This design comes from an exercise in tuning for a short achievable clock period and few clock cycles on the open sky130 flow, not from production work. In this exercise RTL edits were held to simulation tests only and were not proved equivalent to the original. Power is estimated from default activity; no workload was simulated.

## flow/constraint.sdc

```tcl
create_clock -name core_clock -period 10.5 [get_ports {clk}]
set_input_delay 2.1000 -clock core_clock [delete_from_list [all_inputs] [get_ports {clk}]]
set_output_delay 2.1000 -clock core_clock [all_outputs]
set_load 0.01 [all_outputs]
```

## flow/design.v

```verilog
`timescale 1ns / 1ps
module Adder8(
    input   [7:0] a,b,
    input         ci,
    output  [7:0] s,
    output        co
    );
        wire    [7:0] C;
        wire    [7:0] G;
        wire    [7:0] P;
        assign  G = a & b;
        assign  P = a ^ b;
        genvar j1;
        genvar j2;
        generate
            for(j1 = 0; j1 < 8; j1 = j1 + 1) begin: BLOCK1
                wire [j1 : 0] mid;                 
                for(j2 = j1; j2 > 0; j2 = j2 - 1) begin: BLOCK2
                    assign mid[j2] = ( & P[j1 : j2] ) && G[j2-1];
                end
                assign mid[0] = ( & P[j1 : 0] ) && ci;
                assign C[j1] = ( | mid ) || G[j1];
            end
        endgenerate
        assign  s[0] = P[0] ^ ci;
        genvar  i;
        generate
            for(i = 0; i < 7; i = i + 1) begin: BLOCK3
                assign  s[i+1] = P[i+1] ^ C[i];
            end
        endgenerate
        assign  co   = C[7];
endmodule
`timescale 1ns / 1ps
module Adder32(
    input   [31:0] a,b,
    input         ci,
    output  [31:0] s,
    output        co
    );
    wire c_mid1;
    wire c_mid2;
    wire c_mid3;
    Adder8 add1(
        .a      (a[7:0]),
        .b      (b[7:0]),
        .ci     (ci),
        .s      (s[7:0]),
        .co     (c_mid1)
    );
    Adder8 add2(
        .a      (a[15:8]),
        .b      (b[15:8]),
        .ci     (c_mid1),
        .s      (s[15:8]),
        .co     (c_mid2)
    );
    Adder8 add3(
        .a      (a[23:16]),
        .b      (b[23:16]),
        .ci     (c_mid2),
        .s      (s[23:16]),
        .co     (c_mid3)
    );
    Adder8 add4(
        .a      (a[31:24]),
        .b      (b[31:24]),
        .ci     (c_mid3),
        .s      (s[31:24]),
        .co     (co)
    );
endmodule
`timescale 1ns / 1ps
module Suber(
    input   [31:0] a,b,
    output  [31:0] s
    );
    wire [31:0] s_mid;
    Adder32 add(
        .a      (a),
        .b      (~b),
        .ci     (1'b1),
        .s      (s),
        .co     ()
    );
endmodule
`timescale 1ns / 1ps
module Comparer(
    input [31:0]        a,
    input [31:0]        b,
    output [2:0]        ur,
    output [2:0]        sr
    );
    wire [31:0]         s;
    wire               co;
    reg         ug;
    reg         ul;
    reg         sg;
    reg         sl;
    Adder32  adder(
        .a             (a),
        .b             (~b),
        .ci            (1'b1),
        .s             (s),
        .co            (co)
    );
    always @(*) begin
        if(!s) begin
            {ug,ul,sg,sl}=4'b0000;
        end
        else begin
            if(co)
                {ug,ul}=2'b10;
            else
                {ug,ul}=2'b01;
            case({a[31],b[31]})
            2'b00:         {sg,sl}={ug,ul};
            2'b01:         {sg,sl}=2'b10;
            2'b10:         {sg,sl}=2'b01;
            2'b11:         {sg,sl}={ug,ul};
            endcase
        end
    end
    assign ur={ul,~(ul|ug),ug};
    assign sr={sl,~(sl|sg),sg};
endmodule
`timescale 1ns / 1ps
module Shifter(
    input [31:0]  a,
    input [4:0]  b,
    input         extn,
    output reg [31:0] lshift_s,
    output reg [31:0] rshift_s
    );
    reg [31:0] l_mid;
    reg [31:0] r_mid;
    always @(*) begin
        case (b[2:0])
            3'd0: begin
                l_mid=a;
                r_mid=a;
            end
            3'd1: begin
                l_mid={a[30:0],1'b0};
                r_mid={extn,a[31:1]};
            end
            3'd2: begin
                l_mid={a[29:0],{2{1'b0}}};
                r_mid={{2{extn}},a[31:2]};
            end
            3'd3: begin
                l_mid={a[28:0],{3{1'b0}}};
                r_mid={{3{extn}},a[31:3]};
            end
            3'd4: begin
                l_mid={a[27:0],{4{1'b0}}};
                r_mid={{4{extn}},a[31:4]};
            end
            3'd5: begin
                l_mid={a[26:0],{5{1'b0}}};
                r_mid={{5{extn}},a[31:5]};
            end
            3'd6: begin
                l_mid={a[25:0],{6{1'b0}}};
                r_mid={{6{extn}},a[31:6]};
            end
            3'd7: begin
                l_mid={a[24:0],{7{1'b0}}};
                r_mid={{7{extn}},a[31:7]};
            end
        endcase
        case (b[4:3])
            3'd0: begin
                lshift_s=l_mid;
                rshift_s=r_mid;
            end
            3'd1: begin
                lshift_s={l_mid[23:0],{8{1'b0}}};
                rshift_s={{8{extn}},r_mid[31:8]};
            end
            3'd2: begin
                lshift_s={l_mid[15:0],{16{1'b0}}};
                rshift_s={{16{extn}},r_mid[31:16]};
            end
            3'd3: begin
                lshift_s={l_mid[7:0],{24{1'b0}}};
                rshift_s={{24{extn}},r_mid[31:24]};
            end
        endcase
    end
endmodule
`timescale 1ns / 1ps
module ALU(
    input clk,
    input   [31:0]      a0      ,
    input   [31:0]      b0      ,
    input   [31:0]      imm     ,
    input   [31:0]      pc      ,
    input               ALUSrc1 ,    
    input   [1:0]       ALUSrc2 ,    
    input   [1:0]       afwd    ,
    input   [1:0]       bfwd    ,
    input   [31:0]      y       ,
    input   [31:0]      md      ,
    input   [2:0]       ALUOP   ,
    input               sp_sign ,
    input               uors    ,
    output reg [31:0]   result  ,
    output     [2:0]    zero    
    );
    reg [31:0] md_n;
    always @(posedge clk) begin
        md_n<=md;
    end
    parameter ADD      = 3'b000;
    parameter SUB      = 3'b000;
    parameter SLL      = 3'b001;
    parameter SLT      = 3'b010;
    parameter SLTU     = 3'b011;
    parameter XOR      = 3'b100;
    parameter SRL      = 3'b101;
    parameter OR       = 3'b110;
    parameter AND      = 3'b111;
    reg extn;
    reg [31:0] b;
    reg [31:0] a;
    reg [31:0] b00;
    reg [31:0] a00;
    wire [31:0] add_s;
    wire [31:0] sub_s;           
    wire [2:0]  sr;
    wire [2:0]  ur; 
    wire [31:0] lshift_s;
    wire [31:0] rshift_s;
    Adder32 add(
        .a      (a),
        .b      (b),
        .ci     (1'b0),
        .s      (add_s),
        .co     ()
    );
    Suber sub(
        .a      (a),
        .b      (b),
        .s      (sub_s)
    );
    Comparer comparer(
        .a      (a),
        .b      (b),
        .ur     (ur),
        .sr     (sr)
    );
    Shifter Shifter(
        .a      (a),
        .b      (b[4:0]),
        .extn   (extn),
        .lshift_s(lshift_s),
        .rshift_s(rshift_s)
    );
    assign zero=uors?ur:sr;
    always @(*) begin
        case (afwd)
            2'b00: a00=a0;
            2'b01: a00=y;
            2'b10: a00=md;
            2'b11: a00=md_n;
        endcase
        case (bfwd)
            2'b00: b00=b0;
            2'b01: b00=y;
            2'b10: b00=md;
            2'b11: b00=md_n;
        endcase
        case (ALUSrc1)
            1'b0: b=b00;
            1'b1: b=imm;
        endcase
        case (ALUSrc2)
            2'b0: a=a00;
            2'b1: a=pc;
            2'b10:a=32'b0; 
            default: a=a00;
        endcase
        extn=1'b0;
        case (ALUOP)
            ADD : begin
                if(sp_sign) result=sub_s;
                else result=add_s;
            end
            SLL :   result=lshift_s;
            SLT :   result=sr[2];
            SLTU:   result=ur[2];
            XOR :   result=a^b;
            SRL :   begin
                if(sp_sign) begin
                    extn=a[31];
                    result=rshift_s;
                end
                else begin
                    extn=1'b0;
                    result=rshift_s;
                end
            end
            OR  :   result=a|b;
            AND :   result=a&b;
            default: result=0;
        endcase
    end
endmodule
`timescale 1ns / 1ps
module EXTer(
    input  [31:0]       originword,
    input  [2:0]        mode,
    output reg [31:0]   extword
    );
    always @(*) begin
        case (mode)
            3'b000: extword=originword;
            3'b001: begin
                extword={{24{originword[7]}},originword[7:0]};
            end
            3'b010: extword={{24{1'b0}},originword[7:0]};
            3'b011: begin
                extword={{16{originword[15]}},originword[15:0]};
            end
            3'b100: extword={{16{1'b0}},originword[15:0]};
            default: extword=originword;
        endcase
    end
endmodule
`timescale 1ns / 1ps
module ImmGen(
    input [31:0]        inst,
    input [2:0]         mode,
    input clk,
    output reg [31:0]   imm 
    );
    wire a;
    assign a=inst[31];
    always @(*) begin
        case (mode)
            3'b0:   imm=32'b0;
            3'b1:   begin                                                                
                imm={{20{inst[31]}},inst[31:20]} ;     
            end 
            3'b10:  imm={{27{1'b0}},inst[24:20]};                                         
            3'b11:  imm={inst[31:12],{12{1'b0}}};                                         
            3'b100: begin                                                                
                imm={{11{inst[31]}},inst[31],inst[19:12],inst[20],inst[30:21],1'b0};
            end 
            3'b101: begin                                                                
                imm={{19{inst[31]}},inst[31],inst[7],inst[30:25],inst[11:8],1'b0};   
            end 
            3'b110: begin                      
                imm={{20{inst[31]}},inst[31:25],inst[11:7]};  
            end
            default:imm=32'b0;
        endcase
    end
endmodule
`timescale 1ns / 1ps
module RegisterFile(
        input                clk,             
        input [4:0]          ra0,ra1,         
        input [4:0]          wa,              
        input [31:0]         wd,              
        input                we,              
        output  [31:0]    rd0,rd1          
    );
    reg [31:0] rf [0:31];                     
    assign    rd0=(ra0==5'd0)?32'd0:rf[ra0];
    assign    rd1=(ra1==5'd0)?32'd0:rf[ra1];
    always @(posedge clk) begin
        if(we && wa!=5'd0) rf[wa] <= wd;      
    end 
endmodule
`timescale 1ns / 1ps
module ForwardingUnit(
    input clk,
    input   [4:0]       rs1         ,
    input   [4:0]       rs2         ,
    input   [4:0]       rd_m        ,
    input   [4:0]       rd_w        ,
    input               RegWrite_m  ,
    input               RegWrite_w  ,
    output reg [1:0]    afwd        ,
    output reg [1:0]    bfwd        ,
    input               eflush      
    );
    reg RegWrite_n;
    reg [4:0] rd_n;
    always @(posedge clk ) begin
        RegWrite_n<=RegWrite_w;
        rd_n<=rd_w;
    end
    always @(*) begin
            if(rs1==rd_m && rs1!=5'd0 && RegWrite_m) begin
            afwd=2'b1;
            end
            else begin
            if(rs1==rd_w && rs1!=5'd0 && RegWrite_w ) begin
                afwd=2'b10;
            end
            else begin
                if(rs1==rd_n && rs1!=5'd0 && RegWrite_n )begin
                    afwd=2'b11;
                end
                else afwd=2'b0;
            end
            end
            if(rs2==rd_m && rs2!=5'd0 && RegWrite_m) begin
            bfwd=2'b1;
            end
            else begin
            if(rs2==rd_w && rs2!=5'd0 && RegWrite_w ) begin
                bfwd=2'b10;
            end
            else begin
                if(rs2==rd_n && rs2!=5'd0 && RegWrite_n )begin
                    bfwd=2'b11;
                end
                else bfwd=2'b0;                
            end   
            end
    end
endmodule
`timescale 1ns / 1ps
module HarzardUnit(
    input [4:0] rs1     ,
    input [4:0] rs2     ,
    input [4:0] rd      ,
    input       MemRead ,
    output reg  eflush  ,
    output reg  dstall  ,
    output reg  fstall  
    );
    always @(*) begin
        if(MemRead && (rs1==rd || rs2==rd)) begin    
            eflush=1;
            dstall=1;
            fstall=1;
        end
        else begin
            eflush=0;
            dstall=0;
            fstall=0;
        end
    end
endmodule
`timescale 1ns / 1ps
module PC_Controller(
    input [31:0]        imm     ,
    input [31:0]        pc_e    ,
    input [2:0]         zero    ,
    input [2:0]         branch  ,
    input [31:0]        y       ,
    input               clk     ,
    input               rstn    ,
    output reg [31:0]   pc      ,
    output reg [31:0]   npc     ,
    output reg          flush   ,
    input               fstall  ,
    input               stop    
    );
    wire [31:0] tpc;
    wire [31:0] npc1;
    wire [31:0] npc2_0;
    wire  [31:0] npc2;
    always @(*) begin
        if(zero&branch) begin
            npc=npc2;    
            flush=1;         
        end    
        else begin
            if(fstall) begin
                npc=tpc;
            end
            else begin
                npc=npc1;
            end
            flush=0;
        end 
    end
    assign tpc=pc;
    Adder32 add1(
        .a      (tpc),
        .b      (32'b100),
        .ci     (1'b0),
        .s      (npc1),
        .co     ()
    );
    Adder32 add2(
        .a      (pc_e),
        .b      (imm[31:0]),
        .ci     (1'b0),
        .s      (npc2),
        .co     ()
    );
    always @(posedge clk) begin
        if(!rstn) begin
            pc<=0;
        end
        else if(stop) begin
            pc<=pc;
        end
        else begin
            pc<=npc;
        end
    end
endmodule
`timescale 1ns / 1ps
module Controller(
    input               eflush  ,
    input               flush   ,
    input               funct7  ,
    output reg          sp_sign ,
    input [2:0]         funct3  ,
    input [6:0]         opcode  ,
    input               clk     ,
    input               rstn    ,
    output reg [2:0]    branch    ,
    output reg          MemRead   ,
    output reg          MemWrite_m  ,
    output reg          MemtoReg_m  ,
    output reg [2:0]    ALUOP     ,
    output reg          ALUSrc1   ,        
    output reg [1:0]    ALUSrc2   ,        
    output reg          uors      , 
    output reg          RegWrite_w  ,
    output reg          RegWrite_m  ,
    output reg [2:0]    extmode1_m  ,
    output reg [2:0]    extmode2  ,
    output reg [2:0]    extmode2_m  ,
    output reg [2:0]    mode        ,
    output reg          stop        
    );
    parameter ADDI_fml = 7'b0010011;
    parameter ADD_fml  = 7'b0110011;
    parameter LUI      = 7'b0110111;
    parameter AUIPC    = 7'b0010111;
    parameter BEQ_fml  = 7'b1100011;
    parameter LB_fml   = 7'b0000011;
    parameter SB_fml   = 7'b0100011;
    parameter ECALL = 7'b1110011;
    parameter ADDI     = 3'b000;
    parameter SLLI     = 3'b001;
    parameter SLTI     = 3'b010;
    parameter SLTIU    = 3'b011;
    parameter XORI     = 3'b100;
    parameter SRLI     = 3'b101;
    parameter SRAI     = 3'b101;
    parameter ORI      = 3'b110;
    parameter ANDI     = 3'b111;
    parameter ADD      = 3'b000;
    parameter SUB      = 3'b000;
    parameter SLL      = 3'b001;
    parameter SLT      = 3'b010;
    parameter SLTU     = 3'b011;
    parameter XOR      = 3'b100;
    parameter SRL      = 3'b101;
    parameter SRA      = 3'b101;
    parameter OR       = 3'b110;
    parameter AND      = 3'b111;
    parameter BEQ      = 3'b000;
    parameter BNE      = 3'b001;
    parameter BLT      = 3'b100;
    parameter BGE      = 3'b101;
    parameter BLTU     = 3'b110;
    parameter BGEU     = 3'b111;
    parameter LB       = 3'b000;
    parameter LH       = 3'b001;
    parameter LW       = 3'b010;
    parameter LBU      = 3'b100;
    parameter LHU      = 3'b101;
    parameter SB       = 3'b000;
    parameter SH       = 3'b001;
    parameter SW       = 3'b010;
    reg             MemWrite    ;
    reg             MemtoReg    ;
    reg             RegWrite    ;
    reg [2:0]       extmode1    ;
    reg             stop_n;    
    reg stop_state;
    reg nstop_state; 
    always @(posedge clk) begin
        if(!rstn) begin
            stop_state<=0;
        end
        else begin
            stop_state<=nstop_state;
        end
        case (stop_state)
            1'b0: stop<=0;
            1'b1: stop<=1;
        endcase
    end
    always @(*) begin
        case (stop_state)
            1'b0: begin
                if(stop_n) nstop_state=1;
                else nstop_state=0;
            end
            1'b1: nstop_state=1;
        endcase
    end
    always @(*) begin
        case (opcode)
            ADDI_fml:begin
               case (funct3)
                   ADDI : mode=3'b1;
                   SLLI : mode=3'b10;
                   SLTI : mode=3'b1;
                   SLTIU: mode=3'b1;
                   XORI : mode=3'b1;
                   SRLI : mode=3'b10;
                   ORI  : mode=3'b1;
                   ANDI : mode=3'b1;
                   default: mode=3'b0;
               endcase
            end
            ADD_fml :mode=3'b0;
            LUI     :mode=3'b11;
            AUIPC   :mode=3'b11;
            BEQ_fml :mode=3'b101;
            LB_fml  :mode=3'b1;
            SB_fml  :mode=3'b110;
            default :mode=3'b0;
        endcase
    end
    always @(posedge clk) begin
        if(!rstn) begin
            branch  <=0;
            MemRead <=0;
            MemWrite<=0;
            MemtoReg<=0;
            ALUOP   <=0;
            ALUSrc1 <=0;
            ALUSrc2 <=0;
            uors    <=0;
            RegWrite<=0;
            extmode1<=0;
            extmode2<=0;
            stop_n    <=0;
        end
        else if(eflush||flush) begin
            branch  <=0;
            MemRead <=0;
            MemWrite<=0;
            MemtoReg<=0;
            ALUOP   <=0;
            ALUSrc1 <=0;
            ALUSrc2 <=0;
            uors    <=0;
            RegWrite<=0;
            extmode1<=0;
            extmode2<=0;
            stop_n    <=0;
        end
        else begin
            case (opcode)
                ADDI_fml: begin
                    branch  <=0;
                    MemRead <=0;
                    MemWrite<=0;
                    MemtoReg<=0;
                    ALUOP   <=funct3;
                    ALUSrc1 <=1'b1;
                    ALUSrc2 <=2'b0;
                    uors    <=0;
                    RegWrite<=1;
                    extmode1<=0;
                    extmode2<=0;
                    stop_n    <=0;
                end 
                ADD_fml: begin
                    branch  <=0;
                    MemRead <=0;
                    MemWrite<=0;
                    MemtoReg<=0;
                    ALUOP   <=funct3;
                    ALUSrc1 <=1'b0;
                    ALUSrc2 <=2'b0;
                    uors    <=0;
                    RegWrite<=1;
                    extmode1<=0;
                    extmode2<=0;
                    stop_n    <=0;
                end
                LUI: begin
                    branch  <=0;
                    MemRead <=0;
                    MemWrite<=0;
                    MemtoReg<=0;
                    ALUOP   <=3'b0;
                    ALUSrc1 <=1'b1;
                    ALUSrc2 <=2'b10;
                    uors    <=0;
                    RegWrite<=1;
                    extmode1<=0;
                    extmode2<=0;
                    stop_n    <=0;
                end
                AUIPC: begin
                    branch  <=0;
                    MemRead <=0;
                    MemWrite<=0;
                    MemtoReg<=0;
                    ALUOP   <=3'b0;
                    ALUSrc1 <=1'b1;
                    ALUSrc2 <=2'b1;
                    uors    <=0;
                    RegWrite<=1;
                    extmode1<=0;
                    extmode2<=0;
                    stop_n    <=0;
                end
                BEQ_fml: begin
                    MemRead <=0;
                    MemWrite<=0;
                    MemtoReg<=0;
                    case (funct3)
                        BEQ :    begin
                            ALUOP<=3'b010;
                            branch<=3'b010;
                            uors<=0;
                        end 
                        BNE :    begin
                            ALUOP<=3'b010;
                            branch<=3'b101;
                            uors<=0;
                        end 
                        BLT :    begin
                            ALUOP<=3'b010;
                            branch<=3'b100;
                            uors<=0;
                        end 
                        BGE :    begin
                            ALUOP<=3'b010;
                            branch<=3'b011;
                            uors<=0;
                        end 
                        BLTU:    begin
                            ALUOP<=3'b011;
                            branch<=3'b100;
                            uors<=1;
                        end 
                        BGEU:    begin
                            ALUOP<=3'b011;
                            branch<=3'b011;
                            uors<=1;
                        end 
                        default: begin
                            ALUOP<=3'b000;
                            branch<=3'b000;
                            uors<=0;
                        end 
                    endcase
                    ALUSrc1 <=1'b0;
                    ALUSrc2 <=2'b0;
                    RegWrite<=0;
                    extmode1<=0;
                    extmode2<=0;
                    stop_n    <=0;
                end
                LB_fml: begin
                    branch  <=0;
                    MemRead <=1;
                    MemWrite<=0;
                    MemtoReg<=1;
                    ALUOP   <=3'b000;
                    ALUSrc1 <=1'b1;
                    ALUSrc2 <=2'b0;
                    uors    <=0;
                    RegWrite<=1;
                    extmode2<=0;
                    case (funct3)
                        LB :        extmode1<=3'b001;
                        LH :        extmode1<=3'b011;
                        LW :        extmode1<=3'b0;
                        LBU:        extmode1<=3'b010;
                        LHU:        extmode1<=3'b100;
                        default:    extmode1<=3'b0;
                    endcase
                    stop_n    <=0;
                end
                SB_fml: begin
                    branch  <=0;
                    MemRead <=0;
                    MemWrite<=1;
                    MemtoReg<=0;
                    ALUOP   <=3'b000;
                    ALUSrc1 <=1'b1;
                    ALUSrc2 <=2'b0;
                    uors    <=0;
                    RegWrite<=0;
                    extmode1<=0;
                    case (funct3)
                        SB: extmode2<=3'b010;
                        SH: extmode2<=3'b100;
                        default: extmode2<=3'b000;
                    endcase
                    stop_n    <=0;
                end
                ECALL: begin
                    branch  <=0;
                    MemRead <=0;
                    MemWrite<=0;
                    MemtoReg<=0;
                    ALUOP   <=0;
                    ALUSrc1 <=0;
                    ALUSrc2 <=0;
                    uors    <=0;
                    RegWrite<=0;
                    extmode1<=0;
                    extmode2<=0;
                    stop_n    <=1;
                end
                default: begin           
                    branch  <=0;
                    MemRead <=0;
                    MemWrite<=0;
                    MemtoReg<=0;
                    ALUOP   <=0;
                    ALUSrc1 <=0;
                    ALUSrc2 <=0;
                    uors    <=0;
                    RegWrite<=0;
                    extmode1<=0;
                    extmode2<=0;
                    stop_n    <=0;
                end
            endcase
        end
    end
    always @(posedge clk) begin
        if(!rstn) begin
            MemWrite_m  <= 0   ;
            MemtoReg_m  <= 0   ;
            RegWrite_m  <= 0   ;
            RegWrite_w  <= 0   ;
            extmode1_m  <= 0   ;
            extmode2_m  <= 0   ;
            sp_sign     <= 0   ;    
        end
        else if(flush) begin     
            MemWrite_m  <= 0   ;
            MemtoReg_m  <= 0   ;
            RegWrite_m  <= 0   ;
            RegWrite_w  <= RegWrite_m   ;
            extmode1_m  <= 0   ;
            extmode2_m  <= 0   ;
            sp_sign     <= 0   ;    
        end
        else begin
            MemWrite_m  <= MemWrite   ;
            MemtoReg_m  <= MemtoReg   ;
            RegWrite_m  <= RegWrite   ;
            RegWrite_w  <= RegWrite_m   ;
            extmode1_m  <= extmode1   ;
            extmode2_m  <= extmode2   ;
            sp_sign     <= funct7 && (opcode==ADD_fml || (opcode==ADDI_fml && funct3==SRLI));            
        end
    end
endmodule
`timescale 1ns / 1ps
module CPU(
    input               clk         ,
    input               rstn        ,
    input               rf_dcp_rd   ,
    input [4:0]         rf_addr     ,
    output reg [31:0]   rf_out      ,
    output [7:0]        imem_addr   ,
    input [31:0]        imem_rdata  ,
    output [7:0]        dmem_addr   ,
    output [31:0]       dmem_wdata  ,
    output              dmem_we     ,
    input [31:0]        dmem_rdata  ,
    output              stop
    );
    reg [31:0]   md          ;
    reg [31:0]   y           ;
    wire [31:0]  pc          ;
    wire [31:0]  npc         ;
    reg [31:0]   imm         ;
    reg [31:0]   ir          ;
    reg [31:0]   a           ;
    reg [31:0]   b           ;
    wire [2:0]   branch      ;
    wire         MemRead     ;
    wire         MemWrite    ;
    wire         MemtoReg    ;
    wire [2:0]   ALUOP       ;
    wire         ALUSrc1     ;
    wire [1:0]   ALUSrc2     ;
    wire         RegWrite    ;
    wire [2:0]   zero        ;
    wire [2:0]   mode        ;
    wire         uors        ;
    wire [2:0]   extmode1    ;
    wire [2:0]   extmode2    ;
    wire [2:0]   extmode2_m  ;
    wire         sp_sign     ;
    wire [31:0]  md_ext      ;
    wire  eflush;
    wire  dstall;
    wire  fstall;
    wire  flush;
    wire [31:0]         a0;
    wire [31:0]         b0;
    wire [31:0]         imm_0;
    reg [31:0]          b_m;
    reg [31:0]           b_m_0;
    reg [31:0] md_n;
    reg [4:0]          rs1;
    reg [4:0]          rs2;
    reg [4:0]          rd;
    reg [4:0]          rd_m;
    reg [4:0]          rd_w;
    reg [31:0]          pc_d;
    reg [31:0]          pc_e;
    wire [4:0]  ra      ;
    wire [4:0]  wa      ;
    wire        rf_we   ;
    wire [31:0] rf_wd   ;
    wire [31:0] wdto_rf ;
    wire [7:0]  dm_a    ;
    wire [31:0] dm_d    ;
    wire        dm_we   ;
    wire [31:0] md_wd   ;
    wire [31:0] inst;
    wire [31:0] result;
    wire [31:0] md_read;
    wire  RegWrite_m;
    wire [1:0] afwd;
    wire [1:0] bfwd;
    always @(posedge clk) begin
        if(!rstn) begin
            ir<=0;
            y<=0;
            md<=0;
            imm<=0;
            b_m<=0;
            rs1<=0;
            rs2<=0;
            rd <=0;
            rd_m<=0;
            rd_w<=0;
            pc_d<=0;
            pc_e<=0;
            md_n<=0;
        end
        else if(flush) begin     
            ir<=0;
            y<=0;
            if(MemtoReg) md<=md_ext;
            else md<=y;
            md_n<=md;
            imm<=0;
            b_m<=0;  
            rs1<=0;
            rs2<=0;
            rd <=0;
            rd_m<=0;
            rd_w<=rd_m;
            pc_d<=0;
            pc_e<=0;   
        end
        else if(eflush) begin    
            ir<=ir;
            y<=result;
            if(MemtoReg) md<=md_ext;
            else md<=y;
            md_n<=md;
            imm<=0;
            b_m<=b_m_0;
            rs1<=0;
            rs2<=0;
            rd <=0;
            rd_m<=rd;
            rd_w<=rd_m;
            pc_d<=pc_d;
            pc_e<=0;    
        end
        else begin
            ir<=inst;
            y<=result;
            if(MemtoReg) md<=md_ext;
            else md<=y;
            md_n<=md;
            imm<=imm_0;
            rs1<=ir[19:15];
            rs2<=ir[24:20];
            rd<=ir[11:7];
            b_m<=b_m_0;
            rd_m<=rd;
            rd_w<=rd_m;
            pc_d<=pc;
            pc_e<=pc_d;     
        end
    end
    always @(*) begin
        case (bfwd)
            2'b00: b_m_0=b;
            2'b01: b_m_0=y;
            2'b10: b_m_0=md;
            2'b11: b_m_0=md_n;
        endcase        
    end
PC_Controller pc_controller(
    .imm     (imm    ),
    .pc_e    (pc_e   ),
    .y       (y      ),
    .zero    (zero   ),
    .branch  (branch ),
    .clk     (clk    ),
    .rstn    (rstn   ),
    .pc      (pc     ),
    .npc     (npc    ),
    .fstall  (fstall ),
    .flush   (flush  ),
    .stop    (stop   )
);
ALU alu(
    .a0     (a      ),
    .b0     (b      ),
    .imm    (imm    ),
    .pc     (pc_e   ),
    .ALUSrc1(ALUSrc1),
    .ALUSrc2(ALUSrc2),
    .afwd   (afwd    ), 
    .bfwd   (bfwd    ), 
    .y      (y       ), 
    .md     (md      ), 
    .uors   (uors   ),
    .sp_sign(sp_sign),
    .ALUOP  (ALUOP  ),
    .result (result ),
    .zero   (zero   ),
    .clk    (clk)
);
Controller controller(
    .eflush     (eflush   ),
    .flush      (flush    ),
    .funct7     (ir[30]   ),
    .sp_sign    (sp_sign  ),
    .funct3     (ir[14:12]),
    .opcode     (ir[6:0]  ),
    .clk        (clk      ),
    .rstn       (rstn     ),
    .branch   (branch   ),
    .MemRead    (MemRead  ),
    .MemWrite_m (MemWrite ),
    .MemtoReg_m (MemtoReg ),
    .ALUOP    (ALUOP    ),
    .ALUSrc1  (ALUSrc1  ),
    .ALUSrc2  (ALUSrc2  ),
    .uors     (uors     ),
    .RegWrite_w (RegWrite ),
    .RegWrite_m (RegWrite_m),
    .extmode1_m (extmode1 ),
    .extmode2 (extmode2 ),
    .extmode2_m (extmode2_m),
    .mode       (mode     ),
    .stop       (stop)
);
ImmGen immgen(
    .clk        (clk),
    .inst       (ir),
    .mode       (mode),
    .imm        (imm_0 )
);
    assign inst=imem_rdata;
    assign md_read=dmem_rdata;
    assign imem_addr=pc[9:2];
    assign dmem_addr=dm_a;
    assign dmem_wdata=dm_d;
    assign dmem_we=dm_we;
    assign dm_d=md_wd;
    assign dm_a=y[9:2];
    assign dm_we=MemWrite;
RegisterFile rf(
    .clk           (clk),
    .ra0           (ra),
    .ra1           (ir[24:20]),
    .rd0           (a0),
    .rd1           (b0),
    .wa            (wa),
    .wd            (wdto_rf),
    .we            (rf_we)
);
    always @(posedge clk) begin
        if(!rstn) begin
            a<=0;
            b<=0;
        end
        else if(eflush || flush) begin
            a<=0;
            b<=0;
        end
        else begin
            a<=a0;
            b<=b0;
        end
    end
    assign ra=rf_dcp_rd?rf_addr:ir[19:15];
    always @(posedge clk) rf_out<=a0;
    assign wa=rd_w;
    assign wdto_rf=rf_wd;
    assign rf_we=RegWrite;
EXTer exter1(
    .originword (md_read),
    .mode       (extmode1),
    .extword    (md_ext)
);
    assign rf_wd=md;
EXTer exter2(
    .originword (b_m),
    .mode       (extmode2_m),
    .extword    (md_wd)
);
ForwardingUnit forwardunit(
    .rs1         (rs1         ),
    .rs2         (rs2         ),
    .rd_m        (rd_m        ),
    .rd_w        (rd_w        ),
    .RegWrite_m  (RegWrite_m  ),
    .RegWrite_w  (RegWrite    ),
    .afwd        (afwd        ),
    .bfwd        (bfwd        ),
    .eflush      (eflush      ),
    .clk    (clk)
);
HarzardUnit harzardunit(
    .rs1     (ir[19:15]),
    .rs2     (ir[24:20]),
    .rd      (rd      ),
    .MemRead (MemRead ),
    .eflush  (eflush  ),
    .dstall  (dstall  ),
    .fstall  (fstall  )
);
endmodule
```

## flow/run.sh

```bash
#!/bin/bash
# synth_recipe.tcl (not shown) runs the flow's synth.tcl, then flattens the netlist and writes it again
# the make line also repeats each setting of config.mk as NAME=value (left out here)
make -C /OpenROAD-flow-scripts/flow DESIGN_CONFIG=/design/flow/config.mk WORK_HOME=/design/flow/orfs CLKGATE_MAP_FILE= SYNTH_SCRIPT=/design/flow/synth_recipe.tcl finish
```

## flow/config.mk

```make
export PLATFORM = sky130hd
export DESIGN_NAME = CPU
export DESIGN_NICKNAME = CPU
export VERILOG_FILES = /design/flow/design.v
export SDC_FILE = /design/flow/constraint.sdc
export NUM_CORES = 4
export LEC_CHECK = 0
export CAP_MARGIN = 20
export CORE_MARGIN = 2
export CORE_UTILIZATION = 40
export SLEW_MARGIN = 20
```

==> run_results.csv <==
group,metric,value,unit
status,status,"complete, no violations",
placement,portBuffers,153,
global_routing,grt_overflow_total,0,
detailed_routing,drc,0,
synth,synth-edff-count,1024,
synth,synth_area,0.07759,mm²
cells_and_area,drive_gt1_share,12.48,%
clocking,clock_path_buffers,3,
floorplanning,die_w,444.4,µm
clocking,insertion_delay,820,ps
synth,ys.flop_type,"edfxtp_1",
worst_setup_path,crit_path_end_kind,"flip-flop",
global_routing,grt_max_degree,151,
worst_setup_path,critPathLaunchType,"flip-flop",
cells_and_area,final_cell_mix,"nand2_1 (1477), edfxtp_1 (1024), nand3_1 (497), dfxtp_1 (470), a21oi_1 (334)",
placement,gp_congestion,1.084,
clocking,clk_pin_slew_worst_paths,70,ps
worst_setup_path,critical_path.top_delay_family,"simple AND/OR/NAND/NOR gates",
floorplanning,coreArea,0.1926,mm²
detailed_routing,totalWireLength,328400,µm
floorplanning,die_y,444.4,µm
global_routing,antenna_found_initial,21,
worst_setup_path,cp.buffers_inverters,3,
synth,synth_fa_ha_area_share,2.461,%
sta,finalHoldViolCount,0,
sta,fin_skew,57.60,ps
power_and_ir_drop,power.leakage,0.03055,µW
sta,rsz0062_at_grt,"no",
clocking,post_cts_buffers,0,
floorplanning,num_io_pins,154,
worst_setup_path,rr_startpoint,"rs2[1]$_SDFF_PP0_",
worst_hold_path,hold_start,"controller.stop_state$_SDFF_PN0_",
placement,place_inst,9654,
global_routing,grt_pass1_wl,457300,µm
worst_setup_path,max_stage_delay,690,ps
synth,muxShareOfSynthArea,10.34,%
sta,period_share,91.55,%
clocking,cts_tree,"yes",
sta,finalSetupViolCount,0,
synth,synth_compound_gate_area_share,12.59,%
detailed_routing,drtAntennaViolNets,0,
synth,yosys_warnings,11,
worst_setup_path,critPathMaxFanout,54,
synth,syn_avg_cell_area,10.59,µm²
worst_setup_path,arrival,10350,ps
sta,maxSlewViolCount,0,
worst_setup_path,reg2reg_slack,890,ps
worst_setup_path,critPathLaunch,"rs2[1]$_SDFF_PP0_",
job,maxCapViolCount,0,
sta,finalSetupTns,0,ps
cells_and_area,final_common_cell,"nand2_1",
synth,synth_top_family_by_area,"simple AND/OR/NAND/NOR gates",
detailed_routing,first_pass_iters,6,
sta,max_slew_margin,11.69,%
cells_and_area,nets,7505,
detailed_routing,drt_first_iter_violations,8862,
floorplanning,die-area,0.1975,mm²
cells_and_area,syn2layout_area_growth,12.78,%
sta,period_needed,9613,ps
synth,yosysUniqueCellTypes,104,
sta,tightest_slew,1325,ps
global_routing,gr-usage-all-layers,32.26,%
cells_and_area,instances_no_fill,9953,
floorplanning,rows,161,
clocking,cts_resized,0,
worst_setup_path,critical_path_required,11240,ps
synth,synth_simple_gate_area_share,17.38,%
synth,ys_seq_area_share,52.02,%
sta,max_freq,104.0,MHz
clocking,root_buffer,"clkbuf_16",
detailed_routing,vias,64380,
synth,async_flop_share,0,%
clocking,clkSinkCount,1504,
power_and_ir_drop,power_density,262.9,mW/mm²
power_and_ir_drop,peakVddDrop,0.0001790,V
placement,hpwlAfterDp,212400,µm
worst_setup_path,critical-path-slowest-cell,"or4_2",
global_routing,grt_pass1_vias,60910,
clocking,htreeDepth,4,
clocking,postCtsHoldBufs,0,
synth,synthCells,7326,
synth,synth_xor_area_share,1.230,%
detailed_routing,via_per_inst,6.468,
clocking,cts_buffers,157,
floorplanning,start_util,40.29,%
worst_setup_path,path_class,"reg -> reg",
detailed_routing,routedWlPerCell,32.99,µm
cells_and_area,fin_util,45.44,%
worst_hold_path,hold_class,"reg -> reg",
synth,ys_seq_elements,1504,
==> per-stage QoR <==
stage          hold WS [ps]  area (µm²)  worst slack (ps)  total power (µW)
6_report              353.0       87510             886.9             23000
3_3_place_gp          337.3       82320              1249             17130
3_5_place_dp          341.5       82330              1097             17120
4_1_cts               354.1       87460              1052             22700
5_1_grt               365.9       87490             392.3             23680
2_1_floorplan         329.0       77710              2648             13190
==> sequential cells by signal, summed over array words and instances (netlist names), 32 cells and up, named ones only <==
| signal | flops |
|---|---|
| imm | 32 |
| alu.md_n | 32 |
| y | 32 |
| md_n | 32 |
| ir | 32 |
| b_m | 32 |
| a | 32 |
| md | 32 |
| pc_controller.pc | 32 |
| rf.rf | 1024 |
| pc_e | 32 |
| rf_out | 32 |
| b | 32 |
| pc_d | 32 |
==> worst paths after layout <==
| kind | to | cells past startpoint |
|---|---|---|
| setup / recovery | rd[0]$_SDFF_PP0_ | 28 |
| setup reg to reg | rd[0]$_SDFF_PP0_ | 28 |
| hold / removal | controller.stop$_DFF_P_ | 0 |
| hold reg to reg | controller.stop$_DFF_P_ | 0 |
==> cell usage after synthesis (12+ instances only) <==
master    instances  area (µm²)
a211o_1          13       113.9
a211oi_1         85       638.1
a21o_1           26       195.2
a21oi_1         338        1692
a221oi_1         33       289.0
a22oi_1          29       217.7
a311o_1          12       120.1
a311oi_1        150        1314
a31o_2           13       113.9
a31oi_1          32       200.2
a32oi_1          24       210.2
and2_1          122       763.2
and3_1          224        1401
buf_1            67       251.5
buf_2            57       285.3
buf_4            28       210.2
clkbuf_1        465        1745
dfxtp_1         480        9609
edfxtp_1       1024       30750
ha_1            135        1689
inv_1           136       510.5
mux2i_1          70       700.7
mux4_2          321        7229
nand2_1        1479        5552
nand2b_1         22       137.6
nand3_1         498        2492
nand4_1          32       200.2
nor2_1          347        1303
nor2b_1          24       150.1
nor3_1          129       645.6
nor4_1           26       162.7
o211ai_1         39       292.8
o21a_1           13       97.59
o21ai_0         240        1201
o21bai_1         14       105.1
o221ai_1         72       630.6
o22ai_1          54       337.8
o311ai_0         70       613.1
o31ai_1          52       390.4
or3_1            28       175.2
xnor2_1          85       744.5
xor2_1           24       210.2
==> final cells by class <==
| type | instances | area, µm² |
|---|---|---|
| Sequential cell | 1504 | 40380 |
| Fill cell | 17720 | 105100 |
| Inverter | 141 | 529.3 |
| Clock buffer | 213 | 4328 |
| Multi-Input combinational cell | 5088 | 34720 |
| Antenna cell | 9 | 22.52 |
| Clock inverter | 77 | 799.5 |
| Timing Repair Buffer | 395 | 3558 |
| Tap cell | 2526 | 3161 |
==> where the power goes <==
part	internal, µW	leakage (µW)	switching, µW
clock	3140	0.00248	2480
sequential	6950	0.0134	606
combinational	3230	0.0147	6590
total	13300	0.0306	9680
==> kinds of logic (layout without fill, tap and decap cells) <==
group | after synthesis | count (layout)
flip-flops | 1504 | 1504
AO/OA/AOI/OAI | 1412 | 1412
XOR/XNOR | 109 | 109
other | 1 | 41
AND/OR/NAND/NOR | 2990 | 2990
buffers and inverters | 765 | 826
multiplexers | 399 | 399
adder cells (fa/ha/maj) | 146 | 146
==> routing by layer <==
| layer | share of wire, % | up-vias | global-route usage, % |
|---|---|---|---|
| met1 | 36 | 31910 | 40.09 |
| met3 | 10 | 1005 | 7.293 |
| met4 | 7.7 | 16 | 21.09 |
| met2 | 45 | 4215 | 50.57 |
| met5 | 0.040 | - | 0 |
| li1 | - | 27230 | - |
==> worst register-to-register path: cells and delay by family, from the launching register on <==
family,cells,cell delay [ps]
AOI/OAI and AO/OA,7,2560
adders and majority gates,2,950
buffers and inverters,3,950
DFF,1,370
and+or+nand+nor,16,4730
Testbench counts, summed over its fixed seeds: cycles 38,277.

## static timing again, ports no longer ideal
The results above use ideal ports. As a check the final layout listed here was re-extracted and re-timed, cells and wires unchanged.
Step 1 (the two cells are an assumption about what drives the block):
set clk [get_ports {clk}]
set_driving_cell -lib_cell sky130_fd_sc_hd__clkbuf_16 $clk
set_driving_cell -lib_cell sky130_fd_sc_hd__buf_2 [delete_from_list [all_inputs] $clk]
Step 2, shift: input delay + t, output delay - t, t = (earliest + latest rising clock arrival at the registers) / 2. This alone moves slack from input paths to output paths.
Three values: ideal, step 1, step 2; two values: the first two.
t, ns: 0.885
setup slack, ns: 0.887 / 0.887 / 0.887
cell pins on the clock port's net: 1
After both steps this run still meets setup and hold. The setup slack of this run moves by 0.000 ns with the drivers and by 0.000 ns with both steps.
